Source: an optimization exercise on an open RTL-to-GDS flow (aim: small area and a short achievable clock period). Production flows keep margins and buffers that such runs may drop.
In this exercise RTL edits were held to simulation tests only and were not proved equivalent to the original.
Power figures rest on the tool's default switching activity, not on a simulated workload.

## smul_q31
module smul_q31 (
    input  logic        clk,
    input  logic        reset,
    input  logic        go,
    input  logic [31:0] left,
    input  logic [31:0] right,
    output logic [31:0] out,
    output logic        done
);
Size in the first run: ~100 I/O pins, roughly 15000 um^2 of cells after synthesis.
==> flow/config.mk <==
export PLATFORM = sky130hd
export DESIGN_NAME = smul_q31
export DESIGN_NICKNAME = smul_q31
export VERILOG_FILES = /design/flow/design.v
export SDC_FILE = /design/flow/constraint.sdc
export NUM_CORES = 4
export LEC_CHECK = 0
export CAP_MARGIN = 20
export CORE_MARGIN = 2
export CORE_UTILIZATION = 60
export PLACE_DENSITY = 0.75
export SETUP_SLACK_MARGIN = 2.8
export SLEW_MARGIN = 20
export SYNTH_HIERARCHICAL = 1
export SYNTH_MINIMUM_KEEP_SIZE = 0
==> flow/constraint.sdc <==
create_clock -name core_clock -period 8.0 [get_ports {clk}]
set_input_delay 1.6000 -clock core_clock [delete_from_list [all_inputs] [get_ports {clk}]]
set_output_delay 1.6000 -clock core_clock [all_outputs]
set_load 0.01 [all_outputs]
standard.sh (not shown) runs the stock make flow with config.mk's settings and CLKGATE_MAP_FILE= SYNTH_SCRIPT=/design/flow/synth_recipe.tcl, a recipe that flattens the netlist after the stock synthesis.
==> flow/flow/run.sh <==
#!/bin/bash
# The standard synthesis and layout, with two changes to how the layout
# is made:
#  - after synthesis, the Booth selector gates (a22oi) are set to their
#    smallest drive strength (the placement's repair steps resize them again
#    where timing needs it);
#  - the input and output ports are buffered with buf_2 cells rather than
#    the flow's default choice.
set -euo pipefail
bash standard.sh synth > synth.log 2>&1
R=orfs/results/sky130hd/smul_q31/base
cat > downsize.tcl <<TCL
read_db $R/1_synth.odb
set db [ord::get_db]
set m1 [\$db findMaster sky130_fd_sc_hd__a22oi_1]
set n 0
foreach inst [[ord::get_db_block] getInsts] {
  if {[[\$inst getMaster] getName] eq "sky130_fd_sc_hd__a22oi_2"} {
    \$inst swapMaster \$m1
    incr n
  }
}
puts "downsized \$n a22oi_2 to a22oi_1"
write_db $R/1_synth.odb
TCL
openroad -no_init -exit downsize.tcl > downsize.log 2>&1
export BUFFER_PORTS_ARGS="-buffer_cell sky130_fd_sc_hd__buf_2"
bash standard.sh > layout.log 2>&1
The first run passed the timing, DRC and antenna checks.
Rerun with:
--- a/flow/config.mk
+++ b/flow/config.mk
@@ -11,3 +11,3 @@
 export PLACE_DENSITY = 0.75
-export SETUP_SLACK_MARGIN = 2.8
+export SETUP_SLACK_MARGIN = 3.0
 export SLEW_MARGIN = 20
Die area does not change.
Non-clock buffer count goes up by 22.
Synthesized area stays the same.
Flip-flop and latch count stays the same.
Cell count rises slightly.
Combinational power climbs by about a fifth.
Total power increases by roughly a tenth.
Wire length increases by a few percent.

========
## amber
Another version of the RTL of smul_q31 (not shown whole).
For scale: about 1500 cells after synthesis, about 100 I/O pins, about 17000 um2 of cells after synthesis.
export LEC_CHECK = 0
export CAP_MARGIN = 20
export CORE_MARGIN = 2
export CORE_UTILIZATION = 45
export SETUP_SLACK_MARGIN = 2.5
export SLEW_MARGIN = 20
export SYNTH_HIERARCHICAL = 1
export SYNTH_MINIMUM_KEEP_SIZE = 0
create_clock -name core_clock -period 8.0 [get_ports {clk}]
==> flow/flow/run.sh <==
#!/bin/bash
# The standard synthesis and layout, except that the input and output
# ports are buffered with buf_2 cells rather than the flow's default choice.
set -euo pipefail
bash standard.sh synth > synth.log 2>&1
export BUFFER_PORTS_ARGS="-buffer_cell sky130_fd_sc_hd__buf_2"
bash standard.sh > layout.log 2>&1
The following lists how pepper was set up differently from amber:
==> flow/flow/run.sh <==
#!/bin/bash
# The standard synthesis and layout, with two changes to how the layout
# is made:
#  - after synthesis, the Booth selector gates (a22oi) are set to their
#    smallest drive strength (the placement's repair steps resize them again
#    where timing needs it);
#  - the input and output ports are buffered with buf_2 cells rather than
#    the flow's default choice.
set -euo pipefail
bash standard.sh synth > synth.log 2>&1
R=orfs/results/sky130hd/smul_q31/base
cat > downsize.tcl <<TCL
read_db $R/1_synth.odb
set db [ord::get_db]
set m1 [\$db findMaster sky130_fd_sc_hd__a22oi_1]
set n 0
foreach inst [[ord::get_db_block] getInsts] {
  if {[[\$inst getMaster] getName] eq "sky130_fd_sc_hd__a22oi_2"} {
    \$inst swapMaster \$m1
    incr n
  }
}
puts "downsized \$n a22oi_2 to a22oi_1"
write_db $R/1_synth.odb
TCL
openroad -no_init -exit downsize.tcl > downsize.log 2>&1
export BUFFER_PORTS_ARGS="-buffer_cell sky130_fd_sc_hd__buf_2"
bash standard.sh > layout.log 2>&1
In the final design statistics, pepper uses fewer standard cells in total than amber.
Comparing amber against pepper, there is no change at all in layout sequential cell count.
In the reports for pepper and amber, the larger area of the mapped netlist belongs to amber.
Changes observed in pepper relative to amber: part of the total power dissipated in combinational logic decreased 0.9 points, fraction of the core area covered by cells at the end of the flow up 1.1 points, total leakage power has decreased, clock-buffer cell count grew by 1, share of cells above drive strength 1 dropped 17 points.
Sort pepper and amber by total routing usage reported by global routing, descending, and pepper comes first.
diff inputs: pepper => indigo
Settings: SETUP_SLACK_MARGIN now 2.0, was 2.5.
==> flow/run.sh (new file) <==
#!/bin/bash
# synth_recipe.tcl (not shown) runs the flow's synth.tcl, then flattens the netlist and writes it again
# the make line also repeats each setting of config.mk as NAME=value (left out here)
make -C /OpenROAD-flow-scripts/flow DESIGN_CONFIG=/design/flow/config.mk WORK_HOME=/design/flow/orfs CLKGATE_MAP_FILE= SYNTH_SCRIPT=/design/flow/synth_recipe.tcl finish
removed: flow/flow/run.sh
removed: flow/standard.sh
[summary]
indigo | stages: all done | timing, DRC, antenna: all pass. indigo against pepper: instance area after placement up about 12%; minimum clock period after layout up 0.46 ns; total power up about 5.4%; flip-flop and latch count flat; area of the multi-input gates up 7.5%. The slew at the pin with the worst max-slew slack number comes out lower for pepper vs indigo. indigo against pepper: final cell area excluding filler cells now sits higher; fraction of power consumed by the clock network comparable. Ratio of cells with drive above 1 in the final layout, indigo and pepper: higher on indigo. Going from pepper to indigo, the final worst-path cycle share was found to have gone up by 5.8 points. Status: post-layout utilization of the core parity (pepper, indigo).
diff inputs: indigo => maple
Settings: swapping 2.0 for 2.5 in SETUP_SLACK_MARGIN.
## What came out
[compare] base=indigo new=maple: post-place instance area climbed about 0.9%; synthesized cell count barely changed; HPWL reported at the end of detailed placement climbed 440 um.
maple vs. indigo: smallest setup slack after layout rose 0.41 ns; number of nets in the layout went up; utilization after layout went up 2.3 points.
The run with more routed wire is maple, not indigo.

-- re-timing with driven ports --
The flow's constraints put no driver on any port. The routed layouts listed below were extracted and timed again, unchanged, in two steps.
Step 1 assumes that a clkbuf_16 drives the clock port and a buf_2 every other input.
Step 2 moves the port delays by t, midway between the first and last clock arrival at a register: inputs arrive t later, outputs are due t later. That takes back most of the time a late clock gives input paths.
a / b / c = no drivers / after step 1 / after step 2; a / b = the first two.
run | t (ns) | slack for setup (ns) | worst setup path at the end
the first run of note 1 | 0.388 | 2.650 / 2.618 / 2.351 | input to register
the second run of note 1 | 0.406 | 2.776 / 2.729 / 2.483 | input to register
amber | 0.408 | 2.598 / 2.601 / 2.193 | input to register
pepper | 0.413 | 2.538 / 2.572 / 2.159 | input to register
indigo | 0.410 | 2.076 / 2.079 / 1.669 | input to register
maple | 0.398 | 2.488 / 2.510 / 2.113 | input to register
After both steps every run listed still meets setup and hold. For indigo, which loses most, drivers alone change the setup slack by +0.003 ns; drivers and shift together by -0.407 ns.
